This is an optimization exercise on Yosys and OpenROAD, whose aim is a short achievable clock period and few clock cycles, not a production implementation.
The RTL was checked by simulation tests, not by an equivalence proof against the original design.
No activity file was given, so power comes from the tool's default toggle rates.

File: config.mk
export PLATFORM = sky130hd
export DESIGN_NAME = mips_core
export DESIGN_NICKNAME = mips_core
export VERILOG_FILES = /design/flow/design.v
export SDC_FILE = /design/flow/constraint.sdc
export NUM_CORES = 4
export LEC_CHECK = 0
export CAP_MARGIN = 20
export CORE_MARGIN = 2
export CORE_UTILIZATION = 40
export SETUP_SLACK_MARGIN = 0.2
export SLEW_MARGIN = 20
File: constraint.sdc
create_clock -name core_clock -period 12.0 [get_ports {clk}]
set_input_delay 2.4000 -clock core_clock [delete_from_list [all_inputs] [get_ports {clk}]]
set_output_delay 2.4000 -clock core_clock [all_outputs]
set_load 0.01 [all_outputs]
File: design.v
module adder (
    output [31:0] out,
    input  [31:0] a,
    input  [31:0] b
);
    assign {out} = a + b;
endmodule
module alu (
    output reg [31:0] out,
    output zero,
    input [31:0] a,
    input [31:0] b,
    input [1:0] control_bus,
    input [5:0] funct,
    input [4:0] shamt
);
    assign zero = out == 0;
    always @(control_bus, a, b, funct, shamt)
        case (control_bus)
            2'b00: out = a + b;
            2'b01: out = a - b;
            2'b10:
            case (funct)
                32: out = a + b;
                34: out = a - b;
                36: out = a & b;
                39: out = a | ~b;
                37: out = a | b;
                0: out = a << shamt;
                default: out = 0;
            endcase
            default: out = 0;
        endcase
endmodule
module control (
    output reg [9:0] control_bus,
    input [31:26] op
);
    always @(op)
        case (op)
            35:     control_bus = 10'b01111_00000;
            43:     control_bus = 10'b01000_10000;
            0:      control_bus = 10'b10010_00100;
            8:   control_bus = 10'b01010_00000;
            4:    control_bus = 10'b00000_01010;
            2:      control_bus = 10'b00000_00001;
            default: control_bus = 10'b00000_00000;
        endcase
endmodule
module lsl2 (
    output [M:1] out,
    input  [N:1] in
);
    parameter integer N = 16, M = 18;
    assign out = in << 2;
endmodule
module pc (
    output reg [31:0] pc_out,
    input rst,
    clk,
    input [31:0] pc_in
);
    always @(posedge clk or negedge rst)
        if (!rst) pc_out <= 0;
        else pc_out <= pc_in;
endmodule
module rf #(
    parameter int SP_INITIAL = 24
) (
    output [31:0] reg1_data,
    output [31:0] reg2_data,
    input [4:0] read_reg1,
    input [4:0] read_reg2,
    input [4:0] write_reg,
    input [31:0] write_data,
    input write,
    input rst,
    input clk
);
    reg [31:0] data[1:31];
    assign reg1_data = read_reg1 == 0 ? 0 : data[read_reg1];
    assign reg2_data = read_reg2 == 0 ? 0 : data[read_reg2];
    integer i;
    always @(posedge clk or negedge rst)
        if (!rst) begin
            for (i = 1; i < 29; i = i + 1) data[i] <= 0;
            data[29] <= SP_INITIAL;
            data[30] <= 0;
            data[31] <= 0;
        end else if (write) data[write_reg] <= write_data;
endmodule
module signextend (
    output [31:0] out,
    input  [15:0] in
);
    assign out = in[15] == 1 ? {{16{1'b1}}, in} : {{16{1'b0}}, in};
endmodule
module mips_core #(
    parameter integer SP_INITIAL = 24
) (
    output [31:0] i_memory_address,
    output [31:0] d_memory_address,
    output [31:0] d_memory_write_data,
    output d_memory_write,
    input [31:0] i_memory_data,
    input [31:0] d_memory_data,
    input rst,
    input clk
);
    localparam [2:0] ALU_ADD = 3'd0, ALU_SUB = 3'd1, ALU_AND = 3'd2, ALU_OR = 3'd3,
                     ALU_ORN = 3'd4, ALU_SLL = 3'd5, ALU_ZERO = 3'd6;
    reg  [31:2] pc_f;
    reg         valid_d;
    reg  [31:0] ir_d;
    reg  [31:2] pc4_d;
    reg         pred_d;
    reg  [ 4:0] wreg_e;
    reg         lw_e, sw_e, beq_e, pred_e;
    reg  [ 2:0] aluop_e;
    reg  [ 4:0] shamt_e;
    reg  [31:0] a_e, b_e, sd_e;
    reg  [31:2] alt_e;
    reg  [ 4:0] wreg_m;
    reg         lw_m, we_m;
    reg  [31:0] res_m, wd_m;
    reg  [31:0] rf[1:31];
    reg  [31:0] alu_e;
    always @(*)
        case (aluop_e)
            ALU_ADD: alu_e = a_e + b_e;
            ALU_SUB: alu_e = a_e - b_e;
            ALU_AND: alu_e = a_e & b_e;
            ALU_OR:  alu_e = a_e | b_e;
            ALU_ORN: alu_e = a_e | ~b_e;
            ALU_SLL: alu_e = a_e << shamt_e;
            default: alu_e = 32'd0;
        endcase
    wire        eq_e = a_e == b_e;
    wire        redirect = beq_e & (eq_e != pred_e);
    assign d_memory_address    = res_m;
    assign d_memory_write_data = wd_m;
    assign d_memory_write      = we_m;
    wire [31:0] wb_m = lw_m ? d_memory_data : res_m;
    wire [ 5:0] op_d = ir_d[31:26];
    wire [ 4:0] rs_d = ir_d[25:21];
    wire [ 4:0] rt_d = ir_d[20:16];
    wire [ 4:0] rd_d = ir_d[15:11];
    wire [ 5:0] fn_d = ir_d[5:0];
    wire [31:0] sext_d = {{16{ir_d[15]}}, ir_d[15:0]};
    wire        r_d    = op_d == 6'd0;
    wire        addi_d = op_d == 6'd8;
    wire        lw_d   = op_d == 6'd35;
    wire        sw_d   = op_d == 6'd43;
    wire        beq_d  = op_d == 6'd4;
    wire        imm_d  = addi_d | lw_d | sw_d;
    wire        use_rs = r_d | imm_d | beq_d;
    wire        use_rt = r_d | sw_d | beq_d;
    wire [ 4:0] wreg_d = !valid_d ? 5'd0 : r_d ? rd_d : (addi_d | lw_d) ? rt_d : 5'd0;
    reg  [ 2:0] aluop_d;
    always @(*)
        if (!r_d) aluop_d = ALU_ADD;
        else
            case (fn_d)
                6'd32:   aluop_d = ALU_ADD;
                6'd34:   aluop_d = ALU_SUB;
                6'd36:   aluop_d = ALU_AND;
                6'd37:   aluop_d = ALU_OR;
                6'd39:   aluop_d = ALU_ORN;
                6'd0:    aluop_d = ALU_SLL;
                default: aluop_d = ALU_ZERO;
            endcase
    wire [31:0] rf_rs = rs_d == 5'd0 ? 32'd0 : rf[rs_d];
    wire [31:0] rf_rt = rt_d == 5'd0 ? 32'd0 : rf[rt_d];
    wire        rs_hit_e = rs_d != 5'd0 && rs_d == wreg_e;
    wire        rt_hit_e = rt_d != 5'd0 && rt_d == wreg_e;
    wire        rs_hit_m = rs_d != 5'd0 && rs_d == wreg_m;
    wire        rt_hit_m = rt_d != 5'd0 && rt_d == wreg_m;
    wire [31:0] fwd_rs = rs_hit_e ? alu_e : rs_hit_m ? wb_m : rf_rs;
    wire [31:0] fwd_rt = rt_hit_e ? alu_e : rt_hit_m ? wb_m : rf_rt;
    wire        stall = valid_d & lw_e & ((use_rs & rs_hit_e) | (use_rt & rt_hit_e));
    wire        issue = valid_d & !stall & !redirect;
    wire [31:2] btarget_d = pc4_d + sext_d[29:0];
    wire [31:0] insn_f = i_memory_data;
    wire [31:2] pc4_f = pc_f + 30'd1;
    wire        j_f = insn_f[31:26] == 6'd2;
    wire        short_f = insn_f[15:8] == 8'h00 || insn_f[15:8] == 8'hFF;
    wire        pred_f = insn_f[31:26] == 6'd4 && short_f &&
                         (insn_f[25:21] == insn_f[20:16] || insn_f[15]);
    wire [ 8:0] blo_f = {1'b0, pc4_f[9:2]} + {1'b0, insn_f[7:0]};
    wire [31:10] bhi0 = pc4_f[31:10];
    wire [31:10] bhip = pc4_f[31:10] + 22'd1;
    wire [31:10] bhim = pc4_f[31:10] - 22'd1;
    wire [31:10] bhi_f = (insn_f[15] == blo_f[8]) ? bhi0 : blo_f[8] ? bhip : bhim;
    wire [31:2] btarget_f = {bhi_f, blo_f[7:0]};
    wire [31:2] jtarget_f = {pc4_f[31:28], insn_f[25:0]};
    assign i_memory_address = {pc_f, 2'b00};
    always @(posedge clk or negedge rst)
        if (!rst) begin
            pc_f <= 30'd0;
        end else if (redirect) pc_f <= alt_e;
        else if (!stall) pc_f <= j_f ? jtarget_f : pred_f ? btarget_f : pc4_f;
    always @(posedge clk or negedge rst)
        if (!rst) begin
            valid_d <= 1'b0;
            ir_d <= 32'd0;
            pc4_d <= 30'd0;
            pred_d <= 1'b0;
        end else if (redirect) valid_d <= 1'b0;
        else if (!stall) begin
            valid_d <= 1'b1;
            ir_d <= insn_f;
            pc4_d <= pc4_f;
            pred_d <= pred_f;
        end
    always @(posedge clk or negedge rst)
        if (!rst) begin
            wreg_e <= 5'd0;
            lw_e <= 1'b0;
            sw_e <= 1'b0;
            beq_e <= 1'b0;
            pred_e <= 1'b0;
            aluop_e <= ALU_ADD;
            shamt_e <= 5'd0;
            a_e <= 32'd0;
            b_e <= 32'd0;
            sd_e <= 32'd0;
            alt_e <= 30'd0;
        end else begin
            wreg_e <= issue ? wreg_d : 5'd0;
            lw_e <= issue & lw_d;
            sw_e <= issue & sw_d;
            beq_e <= issue & beq_d;
            pred_e <= pred_d;
            aluop_e <= aluop_d;
            shamt_e <= ir_d[10:6];
            a_e <= fwd_rs;
            b_e <= imm_d ? sext_d : fwd_rt;
            sd_e <= fwd_rt;
            alt_e <= pred_d ? pc4_d : btarget_d;
        end
    always @(posedge clk or negedge rst)
        if (!rst) begin
            wreg_m <= 5'd0;
            lw_m <= 1'b0;
            we_m <= 1'b0;
            res_m <= 32'd0;
            wd_m <= 32'd0;
        end else begin
            wreg_m <= wreg_e;
            lw_m <= lw_e;
            we_m <= sw_e;
            res_m <= alu_e;
            wd_m <= sd_e;
        end
    integer i;
    always @(posedge clk or negedge rst)
        if (!rst) begin
            for (i = 1; i < 32; i = i + 1) rf[i] <= (i == 29) ? SP_INITIAL : 32'd0;
        end else if (wreg_m != 5'd0) rf[wreg_m] <= wb_m;
endmodule
File: run.sh
#!/bin/bash
# synth_recipe.tcl (not shown) runs the flow's synth.tcl, then flattens the netlist and writes it again
# the make line also repeats each setting of config.mk as NAME=value (left out here)
make -C /OpenROAD-flow-scripts/flow DESIGN_CONFIG=/design/flow/config.mk WORK_HOME=/design/flow/orfs CLKGATE_MAP_FILE= SYNTH_SCRIPT=/design/flow/synth_recipe.tcl finish
==> summary.txt, run 1 <==
Outcome: complete, no violations
Area growth, synth to finish: 15.0%
Remaining antenna violation count: 0
Residual DRC count: 0
Via count: 67.6k
Final Max Tran Viols: 0
Worst EP required: 12740 ps
Worst Hold Class: flop to flop
GRT Total Usage: 36.7%
Setup Fix Bufs, Post-CTS: 0
Worst-Skew Late Latency: 830 ps
Ranking of synthesized cells by area: dfrtp_1 (48%), a21oi_1 (6.3%), o21ai_0 (4.9%), a22oi_1 (4.7%), nor2_1 (4.7%)
CTS Buffer Depth: 3
Dpl hpwl: 194000 um
VDD IR-drop max: 136 uV
Seq/Total Area, Yosys: 47.7%
Fmax achieved: 142 MHz
Top-count cell post-synth: dfrtp_1
Measured slew at the worst slew-check pin: 1330 ps
Setup violations, final: 0
Core area: 0.169 mm2
1st-iter DRT viols: 13.1k
Hold buffers post-CTS: 0
Die ar.: 0.174 mm2
Max_cap viols: 0
GPL Wtd Cong: 1.01
Register area: 0.0325 mm2
Grt total ovfl: 0
DRT Pass-1 Iters: 12
Critical path arrival: 7760 ps
Nets: 7581
I/O pin count: 163
Initial antenna violation count: 15
Fillers: 16.0k
Die Ht: 417 um
FP Rows: 151
First-pass GRT wire length: 462000 um
Synth cell count leaders: dfrtp_1 (1298), a21oi_1 (865), nor2_1 (858)
Setup Crit Path Kind: primary input to flop
Share of layout cells above drive strength 1: 9.91%
Library cells used by synthesis: 101
Dpl ws: 4230 ps
Final cell count without fillers: 9757
Reg clk slew, reported paths: 60 ps
Multi-input logic area: 0.0339 mm2
Post-DR vias/cell: 6.93
Final period util: 58.6%
Clock skew: 37.0 ps
Fin. Hold Viols: 0
Leakage: 30.8 nW
Number of enable flip-flop cells after synthesis: 0
Slew headroom: 10.5%
CTS root buf: clkbuf_16
Asr flop ratio synth: 100%
Final Critical Period: 7030 ps
Power Density: 189 mW/mm2
Total Power: 0.0148 W
Initial Util: 40.2%
Num CTS Buffers: 148
Port-buffer cells: 160
CTS resizes: 0
#FFs+latches synth: 1300
Mapped cell area: 0.0682 mm2
Post-route setup slack: 4970 ps
CTS tree: done
H-tree depth: 4
Chip Width: 417 um
Total wire length: 329000 um
Vias in the first global route: 62.8k
Max FO, Critical Path: 44
Final setup TNS: 0 ps
Routed len/inst: 33.7 um
Post-synth top area cell: dfrtp_1
Dpl cells: 9458
Largest net degree at the start of global routing: 165
Share of the synthesized area in the top cell type: 47.6%
Clock sinks: 1300
Worst Setup Start Kind: primary input
RSZ-0062 raised after global routing: no
Yosys warns: 2
Setup crit end kind: flop
Gate count of the mapped netlist: 7547
Synth Flop Type: dfrtp_1
Syn avg cell area: 9.04 um2
worst max-delay path: stages:
cell	delay, ps
clkdlybuf4s50_1	510
ha_1	200
inv_1	70
fa_1	410
nand2b_1	200
a21o_1	190
a21oi_2	120
buf_4	340
inv_1	70
buf_4	300
ha_1	440
and2_1	220
a41o_1	260
a31oi_4	280
a2111oi_0	150
or3b_4	440
a2111oi_4	370
nor3_1	110
or4_1	480
a31oi_1	180
cells by family after synthesis:
| kind of cell | after synthesis | synth area share (%) |
|---|---|---|
| other | 1 | 0.00550 |
| XOR/XNOR | 103 | 1.34 |
| AND/OR/NAND/NOR | 2218 | 14.2 |
| flip-flops | 1300 | 47.7 |
| AO/OA/AOI/OAI | 2898 | 27.6 |
| multiplexers | 133 | 2.71 |
| buffers and inverters | 781 | 4.34 |
| adder cells (fa/ha/maj) | 113 | 2.11 |
metrics by stage:
step | utilization [%] | hold slack, ps | instance area [um2]
6_report | 46.3 | 332 | 78500
5_1_grt | 46.3 | 339 | 78400
4_1_cts | 46.1 | 330 | 78000
3_5_place_dp | 42.9 | 335 | 72700
3_3_place_gp | 42.9 | 335 | 72600
2_1_floorplan | - | 331 | 68200
state kept, by name, indices dropped and copies added (netlist names), 3 cells and up:
signal / count
aluop_e: 3
alt_e: 30
pc_f: 30
shamt_e: 5
b_e: 32
a_e: 32
wreg_m: 5
ir_d: 32
wreg_e: 5
res_m: 32
wd_m: 32
rf: 992
pc4_d: 30
sd_e: 32
cell usage in the layout (no fill, tap or decap), drive strengths merged, types with 28 or more instances in the layout:
| cell | netlist | layout |
|---|---|---|
| nand3 | 159 | 159 |
| a21o | 52 | 52 |
| a21oi | 865 | 865 |
| mux4 | 39 | 39 |
| clkbuf | 610 | 204 |
| nand2b | 30 | 30 |
| nor3 | 100 | 100 |
| clkinv | 2 | 38 |
| mux2i | 71 | 71 |
| inv | 119 | 130 |
| o211ai | 28 | 28 |
| clkdlybuf4s50 | 0 | 159 |
| o22ai | 66 | 66 |
| xnor2 | 62 | 62 |
| buf | 50 | 206 |
| a222oi | 64 | 64 |
| ha | 108 | 108 |
| nand4 | 128 | 128 |
| a22o | 206 | 206 |
| a22oi | 431 | 431 |
| a221oi | 227 | 227 |
| xor2 | 41 | 41 |
| dfrtp | 1298 | 1298 |
| nand2 | 764 | 764 |
| o221ai | 32 | 32 |
| nor4 | 42 | 42 |
| nor2 | 858 | 858 |
| o21ai | 672 | 672 |
routing by layer:
layer  vias up  wire length [um]  global-route usage [%]
li1      27600                 -                       -
met1     32900            123000                    47.5
met2      5550            134000                    51.4
met3      1533             45400                    13.2
met4        20             26400                    24.1
met5         -               284                   0.750
report_power, final:
| part | switching [W] | total (W) | internal [W] | leakage (nW) |
|---|---|---|---|---|
| combinational | 0.00287 | 0.00442 | 0.00155 | 15.5 |
| sequential | 0.000543 | 0.00545 | 0.00491 | 12.8 |
| clock | 0.00205 | 0.00497 | 0.00292 | 2.61 |
| total | 0.00547 | 0.0148 | 0.00937 | 30.8 |
layout make-up:
class,count,share of cell area (%)
clock inverter,70,1.28
clock buffer,204,5.50
tap,2218,3.54
inverter,121,0.579
antenna,12,0.0383
sequential,1300,41.5
timing repair buffer,365,4.43
multi-input combinational,5467,43.2
path summary, 6_finish.rpt:
check / to / slack, ps / cells after the start / from
min in group asynchronous: rf[9][5] / 1540 / 1 / rst
setup / recovery: pc_f[31] / 4970 / 20 / i_memory_data[0]
hold reg to reg: wd_m[0] / 330 / 0 / sd_e[0]
hold / removal: wd_m[0] / 330 / 0 / sd_e[0]
max in group asynchronous: shamt_e[0] / 7870 / 3 / rst
setup reg to reg: pc_f[31] / 5980 / 20 / pc_f[2]
Testbench counts, summed over its fixed seeds: cycles 82,064.
==> run 2: changes to the inputs <==
--- a/design.v
+++ b/design.v
@@ -180,25 +180,33 @@
     wire        stall = valid_d & lw_e & ((use_rs & rs_hit_e) | (use_rt & rt_hit_e));
     wire        issue = valid_d & !stall & !redirect;
     wire [31:2] btarget_d = pc4_d + sext_d[29:0];
+    wire [31:2] pc4_f = pc_f + 30'd1;
+    wire [31:10] bhip, bhim;
+    wire [31:2] next_pc;
+    assign i_memory_address = {pc_f, 2'b00};
+    wire        use_f = !redirect & !stall;
+    wire [31:2] early_pc = redirect ? alt_e : stall ? pc_f : pc4_f;
+    pc_incdec u_incdec (
+        .hi  (pc4_f[31:10]),
+        .hip (bhip),
+        .him (bhim)
+    );
+    fetch_next u_next (
+        .insn    (i_memory_data),
+        .use_f   (use_f),
+        .pc4     (pc4_f),
+        .hip     (bhip),
+        .him     (bhim),
+        .early_pc(early_pc),
+        .pred    (pred_f),
+        .next_pc (next_pc)
+    );
+    wire pred_f;
     wire [31:0] insn_f = i_memory_data;
-    wire [31:2] pc4_f = pc_f + 30'd1;
-    wire        j_f = insn_f[31:26] == 6'd2;
-    wire        short_f = insn_f[15:8] == 8'h00 || insn_f[15:8] == 8'hFF;
-    wire        pred_f = insn_f[31:26] == 6'd4 && short_f &&
-                         (insn_f[25:21] == insn_f[20:16] || insn_f[15]);
-    wire [ 8:0] blo_f = {1'b0, pc4_f[9:2]} + {1'b0, insn_f[7:0]};
-    wire [31:10] bhi0 = pc4_f[31:10];
-    wire [31:10] bhip = pc4_f[31:10] + 22'd1;
-    wire [31:10] bhim = pc4_f[31:10] - 22'd1;
-    wire [31:10] bhi_f = (insn_f[15] == blo_f[8]) ? bhi0 : blo_f[8] ? bhip : bhim;
-    wire [31:2] btarget_f = {bhi_f, blo_f[7:0]};
-    wire [31:2] jtarget_f = {pc4_f[31:28], insn_f[25:0]};
-    assign i_memory_address = {pc_f, 2'b00};
     always @(posedge clk or negedge rst)
         if (!rst) begin
             pc_f <= 30'd0;
-        end else if (redirect) pc_f <= alt_e;
-        else if (!stall) pc_f <= j_f ? jtarget_f : pred_f ? btarget_f : pc4_f;
+        end else pc_f <= next_pc;
     always @(posedge clk or negedge rst)
         if (!rst) begin
             valid_d <= 1'b0;
@@ -258,3 +266,31 @@
             for (i = 1; i < 32; i = i + 1) rf[i] <= (i == 29) ? SP_INITIAL : 32'd0;
         end else if (wreg_m != 5'd0) rf[wreg_m] <= wb_m;
 endmodule
+module pc_incdec (
+    input  [21:0] hi,
+    output [21:0] hip,
+    output [21:0] him
+);
+    assign hip = hi + 22'd1;
+    assign him = hi - 22'd1;
+endmodule
+module fetch_next (
+    input  [31:0] insn,
+    input         use_f,
+    input  [31:2] pc4,
+    input  [31:10] hip,
+    input  [31:10] him,
+    input  [31:2] early_pc,
+    output        pred,
+    output [31:2] next_pc
+);
+    wire        j = insn[31:26] == 6'd2;
+    wire        short_off = insn[15:8] == 8'h00 || insn[15:8] == 8'hFF;
+    assign pred = insn[31:26] == 6'd4 && short_off &&
+                  (insn[25:21] == insn[20:16] || insn[15]);
+    wire [ 8:0] blo = {1'b0, pc4[9:2]} + {1'b0, insn[7:0]};
+    wire [31:10] bhi = (insn[15] == blo[8]) ? pc4[31:10] : blo[8] ? hip : him;
+    wire [31:2] btarget = {bhi, blo[7:0]};
+    wire [31:2] jtarget = {pc4[31:28], insn[25:0]};
+    assign next_pc = (use_f & j) ? jtarget : (use_f & pred) ? btarget : early_pc;
+endmodule
==> flow/run.sh (new file) <==
#!/bin/bash
set -euo pipefail
bash standard.sh SETUP_SLACK_MARGIN=8.5 finish > flow_make.log 2>&1
==> standard.sh (new file) <==
#!/bin/bash
# synth_recipe.tcl (not shown) runs the flow's synth.tcl, then flattens the netlist and writes it again
# the make line also repeats each setting of config.mk as NAME=value (left out here)
make -C /OpenROAD-flow-scripts/flow DESIGN_CONFIG=/design/flow/config.mk WORK_HOME=/design/flow/orfs CLKGATE_MAP_FILE= SYNTH_SCRIPT=/design/flow/synth_recipe.tcl "${@:-finish}"
--- a/config.mk
+++ b/config.mk
@@ -10,3 +10,4 @@
 export CORE_UTILIZATION = 40
 export SETUP_SLACK_MARGIN = 0.2
 export SLEW_MARGIN = 20
+export SYNTH_HIERARCHICAL = 1
removed: run.sh
==> run 2 against run 1 <==
Still clean. First-iteration DRC count up 9.0%. Worst hold slack worse by 5.4 ps. Cell area up 8.6%. Register-to-register slack better by 2300 ps. Combinational power up 31%. Utilization up 3.3 points. Critical path depth down 19. Global-route usage up 3.5 points. Area after synthesis up 1.7%. Die area up 1.7%. Clock skew up 25 ps. Sequential share of layout area down 3.1 points. Critical path type is now flop to output pin. Critical endpoint is now d_memory_address[21]. Largest power group is now combinational cells. Highest routed layer unchanged.
==> summary.txt, run 2 <==
Max incr delay on CP: 460 ps (-50 ps)
GRT Total Usage: 40.3% (+3.5 points)
Share of the synthesized area in the top cell type: 46.8% (-0.81 points)
Final setup TNS: 0 ps (unchanged)
Setup crit end kind: output pin
Total wire length: 370000 um (+13%)
Number of enable flip-flop cells after synthesis: 0 (unchanged)
Seq/Total Area, Yosys: 46.9% (-0.81 points)
CTS root buf: clkbuf_16
Worst R2R End: a_e[30]
#FFs+latches synth: 1300 (unchanged)
Setup slack, reg-to-reg: 8240 ps (+2260 ps)
Most frequent cells in the layout: dfrtp_1 (1209), nand2_1 (953), a21oi_1 (833)
Reg with most FFs: rf
Power Density: 187 mW/mm2 (-1.2%)
Max_cap viols: 0 (unchanged)
Residual DRC count: 0 (unchanged)
Reg clk slew, reported paths: 70 ps (about the same)
WP buf/inv: 1 (-4)
CTS tree: done
Setup violations, final: 0 (unchanged)
Grt total ovfl: 0 (unchanged)
Final Max Tran Viols: 0 (unchanged)
Yosys warns: 8 (+6)
Measured slew at the worst slew-check pin: 1270 ps (-59.7 ps)
Post-synth top area cell: dfrtp_1
CP Cell Sequence: buf_6
Worst R2R Path Depth: 10 (-50%)
Top-count cell post-synth: dfrtp_1
Dpl hpwl: 215000 um (+11%)
Die Ht: 421 um (+0.86%)
Ranking of synthesized cells by area: dfrtp_1 (47%), a21oi_1 (6.2%), a22oi_1 (6.0%), nand2_1 (5.3%), nor2_1 (4.8%)
Library cells used by synthesis: 105 (+4.0%)
Via count: 72.4k (+7.1%)
Final Critical Period: 3850 ps (-3180 ps)
Routed len/inst: 35.4 um (+4.9%)
Leakage: 34.0 nW (+10%)
GPL Wtd Cong: 0.994 (-1.4%)
Setup Crit Path Kind: flop to output pin
Largest net degree at the start of global routing: 167 (+1.2%)
Area growth, synth to finish: 22.8%
Initial Util: 40.4% (+0.11 points)
Worst EP required: 9600 ps (-3140 ps)
Largest register FFs: 992 (unchanged)
Asr flop ratio synth: 100% (unchanged)
Crit-path slowest cell: dfrtp_2
Initial antenna violation count: 18 (+3)
Worst Setup Start Kind: flop
Hold Path End: wd_m[26]
Most common cell after layout, fill and taps aside: dfrtp_1
1st-iter DRT viols: 14.3k (+9.0%)
Core area: 0.172 mm2 (+1.4%)
I/O pin count: 163 (unchanged)
Syn avg cell area: 8.83 um2 (-2.3%)
VDD IR-drop max: 168 uV (+24%)
Hold Path Depth: 0 (unchanged)
Clock skew: 62.2 ps (+25.2 ps)
FP Rows: 152 (+0.66%)
Fmax achieved: 260 MHz (+83%)
Finished Core Util: 49.6% (+3.3 points)
Chip Width: 421 um (+0.86%)
Post-DR vias/cell: 6.92 (-0.17%)
Vias in the first global route: 66.5k (+6.0%)
Share of layout cells above drive strength 1: 18.5% (+8.6 points)
Fillers: 16.0k (-0.19%)
Final period util: 32.1% (-26 points)
Num CTS Buffers: 146 (-1.4%)
Synth Flop Type: dfrtp_1
Synth cell count leaders: dfrtp_1 (1298), nand2_1 (978), nor2_1 (895)
Critical path arrival: 1450 ps (-6310 ps)
Clock sinks: 1300 (unchanged)
H-tree depth: 4 (unchanged)
Hold_sp: sd_e[26]
Hold buffers post-CTS: 0 (unchanged)
Delay-heaviest family, CP: flip-flops
Gate count of the mapped netlist: 7856 (+4.1%)
Port-buffer cells: 160 (unchanged)
Max FO, Critical Path: 3 (-93%)
First-pass GRT wire length: 507000 um (+9.7%)
Slew headroom: 15.2% (+4.7 points)
Worst Hold Class: flop to flop
DRT Pass-1 Iters: 13 (+1)
Outcome: complete, no violations
RSZ-0062 raised after global routing: yes
Fin. Hold Viols: 0 (unchanged)
Mapped cell area: 0.0694 mm2 (+1.7%)
CTS Buffer Depth: 3 (unchanged)
Worst-Skew Late Latency: 850 ps (+20 ps)
Die ar.: 0.177 mm2 (+1.7%)
Reg2reg start: ir_d[21]
Nets: 8211 (+8.3%)
Remaining antenna violation count: 0 (unchanged)
run 2: cell count changes after synthesis, moves of 37 or more:
cell and change:
clkbuf_1 -42, buf_2 +56, a22oi_1 +123, nand2_1 +216, nor2_1 +37, a221oi_1 -69
a22o_1 -43, nand3_1 -44
run 2: logic make-up after synthesis:
logic type      Yosys count  share of synthesized area, %
xor+xnor                154                          1.94
buf+inv                 818                          4.68
simple gates           2484                          15.6
compound gates         2841                          26.4
flops                  1300                          46.9
other cells               1                       0.00540
fa+ha+maj               107                          1.97
mux                     151                          2.58
run 2: cell type report:
| class | count | area, um2 | area share, % |
|---|---|---|---|
| Clock inverter | 57 | 734 | 0.862 |
| Clock buffer | 199 | 4140 | 4.85 |
| Timing Repair inverter | 2 | 10.0 | 0.0117 |
| Tap cell | 2310 | 2890 | 3.39 |
| Timing Repair Buffer | 714 | 7020 | 8.24 |
| Multi-Input combinational cell | 5745 | 37200 | 43.7 |
| Antenna cell | 13 | 32.5 | 0.0382 |
| Sequential cell | 1300 | 32700 | 38.3 |
| Inverter | 129 | 507 | 0.595 |
run 2: power breakdown:
group / internal [W] / leakage, nW / total (W) / switching (W)
Combinational: 0.00216 / 18.9 / 0.00578 / 0.00362
Sequential: 0.00492 / 12.7 / 0.00545 / 0.000534
Clock: 0.00268 / 2.38 / 0.00469 / 0.00201
Total: 0.00976 / 34.0 / 0.0159 / 0.00616
run 2: Yosys stat by module, one instance, submodules excluded:
module      flops+latches  cells inside
fetch_next              0           296
mips_core            1300          7429
pc_incdec               0           131
run 2: layer usage:
| metal | global-route usage, % | wire length, um | up-vias |
|---|---|---|---|
| li1 | - | - | 29000 |
| met1 | 52.6 | 135000 | 35100 |
| met2 | 54.6 | 146000 | 6447 |
| met3 | 16.5 | 57900 | 1801 |
| met4 | 25.3 | 30500 | 22 |
| met5 | 1.06 | 462 | - |
run 2: how the worst max path moves through the flow:
stage | end | from | slack, ps | depth (start not counted)
after global placement | pc_f[14] | i_memory_data[0] | 6400 | 10
after global routing | pc_f[24] | i_memory_data[0] | 8110 | 13
after CTS | d_memory_address[21] | res_m[21] | 8120 | 1
after floorplan | pc_f[14] | i_memory_data[0] | 7890 | 10
final | d_memory_address[21] | res_m[21] | 8150 | 1
after detailed placement | pc_f[14] | i_memory_data[0] | 6310 | 10
run 2: stage by stage:
stage	setup slack, ps	total power, W	hold WS, ps	std cells	cell area (um2)
3_3_place_gp	6400	0.00982	333	9845	73900
5_1_grt	8110	0.0164	340	10500	85200
4_1_cts	8120	0.0153	326	10300	82700
6_report	8150	0.0159	327	10500	85200
3_5_place_dp	6310	0.00988	336	9851	74100
2_1_floorplan	7890	0.00781	331	7857	69500
run 2: what timing repair did:
action,in CTS,in global routing
setup endpoints to repair,919,857
resized for setup,951,308
gates cloned,22,10
buffers inserted,185,130
pin swaps,105,151
Testbench counts of run 2, summed over its fixed seeds: cycles 82,064.
==> run 3: changes to the inputs <==
--- a/design.v
+++ b/design.v
@@ -114,12 +114,15 @@
     reg  [31:0] ir_d;
     reg  [31:2] pc4_d;
     reg         pred_d;
+    reg  [ 5:0] idx_d;
     reg  [ 4:0] wreg_e;
     reg         lw_e, sw_e, beq_e, pred_e;
     reg  [ 2:0] aluop_e;
     reg  [ 4:0] shamt_e;
     reg  [31:0] a_e, b_e, sd_e;
     reg  [31:2] alt_e;
+    reg  [ 5:0] idx_e;
+    reg  [ 1:0] bht[0:63];
     reg  [ 4:0] wreg_m;
     reg         lw_m, we_m;
     reg  [31:0] res_m, wd_m;
@@ -198,6 +201,7 @@
         .hip     (bhip),
         .him     (bhim),
         .early_pc(early_pc),
+        .hist    (bht[pc_f[7:2]][1]),
         .pred    (pred_f),
         .next_pc (next_pc)
     );
@@ -213,12 +217,14 @@
             ir_d <= 32'd0;
             pc4_d <= 30'd0;
             pred_d <= 1'b0;
+            idx_d <= 6'd0;
         end else if (redirect) valid_d <= 1'b0;
         else if (!stall) begin
             valid_d <= 1'b1;
             ir_d <= insn_f;
             pc4_d <= pc4_f;
             pred_d <= pred_f;
+            idx_d <= pc_f[7:2];
         end
     always @(posedge clk or negedge rst)
         if (!rst) begin
@@ -233,6 +239,7 @@
             b_e <= 32'd0;
             sd_e <= 32'd0;
             alt_e <= 30'd0;
+            idx_e <= 6'd0;
         end else begin
             wreg_e <= issue ? wreg_d : 5'd0;
             lw_e <= issue & lw_d;
@@ -245,6 +252,7 @@
             b_e <= imm_d ? sext_d : fwd_rt;
             sd_e <= fwd_rt;
             alt_e <= pred_d ? pc4_d : btarget_d;
+            idx_e <= idx_d;
         end
     always @(posedge clk or negedge rst)
         if (!rst) begin
@@ -263,6 +271,13 @@
     integer i;
     always @(posedge clk or negedge rst)
         if (!rst) begin
+            for (i = 0; i < 64; i = i + 1) bht[i] <= 2'b01;
+        end else if (beq_e) begin
+            if (eq_e && bht[idx_e] != 2'b11) bht[idx_e] <= bht[idx_e] + 2'd1;
+            else if (!eq_e && bht[idx_e] != 2'b00) bht[idx_e] <= bht[idx_e] - 2'd1;
+        end
+    always @(posedge clk or negedge rst)
+        if (!rst) begin
             for (i = 1; i < 32; i = i + 1) rf[i] <= (i == 29) ? SP_INITIAL : 32'd0;
         end else if (wreg_m != 5'd0) rf[wreg_m] <= wb_m;
 endmodule
@@ -281,13 +296,14 @@
     input  [31:10] hip,
     input  [31:10] him,
     input  [31:2] early_pc,
+    input         hist,
     output        pred,
     output [31:2] next_pc
 );
     wire        j = insn[31:26] == 6'd2;
     wire        short_off = insn[15:8] == 8'h00 || insn[15:8] == 8'hFF;
     assign pred = insn[31:26] == 6'd4 && short_off &&
-                  (insn[25:21] == insn[20:16] || insn[15]);
+                  (insn[25:21] == insn[20:16] || insn[15] || hist);
     wire [ 8:0] blo = {1'b0, pc4[9:2]} + {1'b0, insn[7:0]};
     wire [31:10] bhi = (insn[15] == blo[8]) ? pc4[31:10] : blo[8] ? hip : him;
     wire [31:2] btarget = {bhi, blo[7:0]};
==> run 3 against run 2 <==
First-iteration DRC count is 8.0% higher. Global-route usage is 1.3 points lower. Synthesized cell count grew 7.3%. Die area up 11%. Utilization increased by 1.5 points. Count of clock-buffer cells in the layout rose by 40. Sequential share of layout area is 1.1 points lower. Via count rose by 10%. Area after synthesis rose by 11%. Clock skew shrank 24 ps. Critical endpoint is now i_memory_address[6]. Largest power group unchanged.
==> summary.txt, run 3 <==
Synth cell count leaders: dfrtp_1 (1374), nor2_1 (1000), a21oi_1 (899)
Most common cell after layout, fill and taps aside: dfrtp_1
Max incr delay on CP: 430 ps (-30 ps)
Slew headroom: 13.1% (-2.1 points)
Final setup TNS: 0 ps (unchanged)
CTS root buf: clkbuf_16
Core area: 0.190 mm2 (+11%)
Worst Hold Class: flop to flop
Total wire length: 402000 um (+8.5%)
DRT Pass-1 Iters: 12 (-1)
Worst EP required: 9600 ps (about the same)
Met2 usage: 53.7% (-0.93 points)
Chip Width: 442 um (+5.2%)
Dpl cells: 10.6k (+7.4%)
CTS Buffer Depth: 3 (unchanged)
Seq/Total Area, Yosys: 47.0% (+0.14 points)
Die Ht: 442 um (+5.2%)
Power Density: 190 mW/mm2 (+1.8%)
Leakage: 38.4 nW (+13%)
Met3 GRT Util: 16.2% (-0.31 points)
Setup Crit Path Kind: flop to output pin
CP Cell Sequence: buf_12, buf_6
Remaining antenna violation count: 0 (unchanged)
Vias in the first global route: 74.5k (+12%)
FP Rows: 160 (+5.3%)
Gate count of the mapped netlist: 8428 (+7.3%)
Die ar.: 0.196 mm2 (+11%)
Library cells used by synthesis: 100 (-4.8%)
Dpl ws: 5560 ps (-749 ps)
Regs by FF count: rf: 992 flops, bht: 128 flops
Routed len/inst: 35.3 um (-0.18%)
Final Critical Period: 3920 ps (+75.1 ps)
Final period util: 32.7% (+0.63 points)
Clock sinks: 1440 (+11%)
Post-DR vias/cell: 7.01 (+1.4%)
Fin. Hold Viols: 0 (unchanged)
GPL Wtd Cong: 0.988 (-0.55%)
WP buf/inv: 2 (+1)
Post-synth top area cell: dfrtp_1
VDD IR-drop max: 164 uV (-2.6%)
Largest net degree at the start of global routing: 161 (-3.6%)
Port-buffer cells: 160 (unchanged)
Dpl hpwl: 218000 um (+1.2%)
I/O pin count: 163 (unchanged)
Final Max Tran Viols: 0 (unchanged)
#FFs+latches synth: 1440 (+11%)
Largest register FFs: 992 (unchanged)
Grt total ovfl: 0 (unchanged)
Ranking of synthesized cells by area: dfrtp_1 (45%), a21oi_1 (5.9%), a22oi_1 (5.8%), nor2_1 (4.9%), o21ai_0 (4.0%)
Top-count cell post-synth: dfrtp_1
Post-route setup slack: 8080 ps (-75.1 ps)
Critical path arrival: 1520 ps (+70 ps)
1st-iter DRT viols: 15.5k (+8.0%)
Delay-heaviest family, CP: flip-flops
Asr flop ratio synth: 100% (unchanged)
Mapped cell area: 0.0768 mm2 (+11%)
Hold_ws: 348 ps (+20.6 ps)
Measured slew at the worst slew-check pin: 1300 ps (+31.1 ps)
Setup violations, final: 0 (unchanged)
First-pass GRT wire length: 554000 um (+9.5%)
Synth Flop Type: dfrtp_1
M1 GR Usage: 49.2% (-3.4 points)
RSZ-0062 raised after global routing: yes
Busiest grt layer: met2
Outcome: complete, no violations
Via count: 79.9k (+10%)
Setup crit end kind: output pin
Residual DRC count: 0 (unchanged)
Max_cap viols: 0 (unchanged)
CTS tree: done
Share of the synthesized area in the top cell type: 44.8% (-2.0 points)
GRT Total Usage: 39.0% (-1.3 points)
Fmax achieved: 255 MHz (-1.9%)
Post-Layout Inst Area: 0.0972 mm2 (+14%)
Reg clk slew, reported paths: 60 ps (about the same)
Worst-Skew Late Latency: 850 ps (about the same)
Share of layout cells above drive strength 1: 23.0% (+4.5 points)
Max FO, Critical Path: 5 (+2)
Most frequent cells in the layout: dfrtp_1 (1302), nor2_1 (911), a21oi_1 (859)
Reg with most FFs: rf
Syn avg cell area: 9.11 um2 (+3.2%)
Clock skew: 38.2 ps (-24.0 ps)
Crit-path slowest cell: dfrtp_2
Initial antenna violation count: 22 (+4)
Area growth, synth to finish: 26.6%
Nets: 8899 (+8.4%)
Number of enable flip-flop cells after synthesis: 0 (unchanged)
Num CTS Buffers: 159 (+8.9%)
Final cell count without fillers: 11.4k (+8.7%)
Worst Setup Start Kind: flop
Yosys warns: 11 (+3)
Initial Util: 40.3% (about the same)
Placed cell area: 0.0817 mm2 (+10%)
H-tree depth: 4 (unchanged)
## run 3: changes by cell type after synthesis, moves of 69 or more
cell	delta
dfrtp_1	+76
nand2_1	-257
nor2_1	+105
nand3_1	+69
mux2_2	+84
clkbuf_1	+84
## run 3: worst reg2reg max path: stages (launching register included)
cell and delay [ps]:
dfrtp_2 450, buf_12 180, nor2b_2 210, buf_6 200
a22o_1 270, a22oi_2 240, o2111ai_2 210, or4_4 500
o21a_4 260, and3_4 180, nor3b_4 230, buf_6 180
buf_12 130, buf_16 180, nand3_4 100, mux2_4 320
## run 3: metrics by stage
step,utilization [%],total power [W]
5_1_grt,51.1,0.0190
3_5_place_dp,42.9,0.0110
3_3_place_gp,42.9,0.0110
2_1_floorplan,-,0.00889
6_report,51.1,0.0185
4_1_cts,49.1,0.0175
## run 3: final cells by class
| class | instances | area (um2) |
|---|---|---|
| inverter | 118 | 485 |
| antenna | 20 | 50.0 |
| sequential | 1440 | 36200 |
| tap | 2511 | 3140 |
| timing repair inverter | 1 | 8.76 |
| clock inverter | 53 | 642 |
| fill | 16900 | 93100 |
| timing repair buffer | 890 | 9650 |
| clock buffer | 239 | 4670 |
| multi-input combinational | 6112 | 42400 |
## run 3: Yosys stat by module (local to each module, per instance)
module | flops+latches | cells inside | area (um2) | times used
fetch_next | 0 | 213 | 1500 | 1
pc_incdec | 0 | 123 | 858 | 1
mips_core | 1440 | 8092 | 74500 | 1
## run 3: cell families after synthesis
group	after synthesis	share of synthesized area (%)
other	1	0.00488
AOI/OAI and AO/OA	3037	25.8
muxes	273	4.17
and+or+nand+nor	2534	14.9
xor gates and xnor gates	150	1.72
adders and majority gates	111	1.85
buffers and inverters	882	4.50
DFF	1440	47.0
## run 3: final timing paths
check	from	end	slack, ps	cells after the start
worst min-delay path	sd_e[17]	wd_m[17]	350	0
worst min register to register	sd_e[17]	wd_m[17]	350	0
max in group asynchronous	rst	idx_e[3]	8740	2
worst max register to register	idx_e[5]	bht[54][0]	8080	15
min in group asynchronous	rst	rf[12][29]	1530	1
worst max-delay path	pc_f[6]	i_memory_address[6]	8080	2
## run 3: routing by layer
| metal | wire length, um | part of all wire [%] |
|---|---|---|
| met1 | 144000 | 36 |
| met2 | 158000 | 39 |
| met3 | 62500 | 16 |
| met4 | 37400 | 9.3 |
| met5 | 551 | 0.14 |
## run 3: report_power, final
part / leakage [nW] / internal, W / switching (W) / total, W
Sequential: 14.4 / 0.00543 / 0.000535 / 0.00597
Clock: 2.60 / 0.00290 / 0.00221 / 0.00511
Combinational: 21.4 / 0.00292 / 0.00449 / 0.00741
## run 3: timing repair
action / 4_1_cts / 5_1_grt
cloned: 50 / 15
setup buffers: 232 / 191
resized for setup: 1221 / 372
pin swaps: 131 / 174
setup endpoints to repair: 1090 / 949
hold buffers: 0 / 0
Testbench counts of run 3, summed over its fixed seeds: cycles 80,578.

==> re-timing with driven ports <==
The results above use ideal ports. As a check the final layouts listed here were re-extracted and re-timed, cells and wires unchanged.
Step 1 assumes that a clkbuf_16 drives the clock port and a buf_2 every other input.
Step 2 times the ports against the registers' clock, not the clock port: input delays grow and output delays shrink by t, the midpoint of the rising clock arrivals with the driver on.
Slacks: no drivers / after step 1 / after step 2; pairs: no drivers / after step 1.
run	shift t [ns]	setup WS [ns]	worst setup path after step 2	latest minus earliest clock arrival (ns)
run 1	0.888	4.974 / 5.035 / 4.147	input to register	0.060 / 0.060
run 2	0.909	8.153 / 8.057 / 7.339	input to register	0.063 / 0.063
run 3	0.918	8.078 / 7.988 / 7.272	input to register	0.046 / 0.047
After both steps setup and hold are still met in every run listed. For run 1, which loses most, drivers alone change the setup slack by +0.061 ns; drivers and shift together by -0.827 ns.
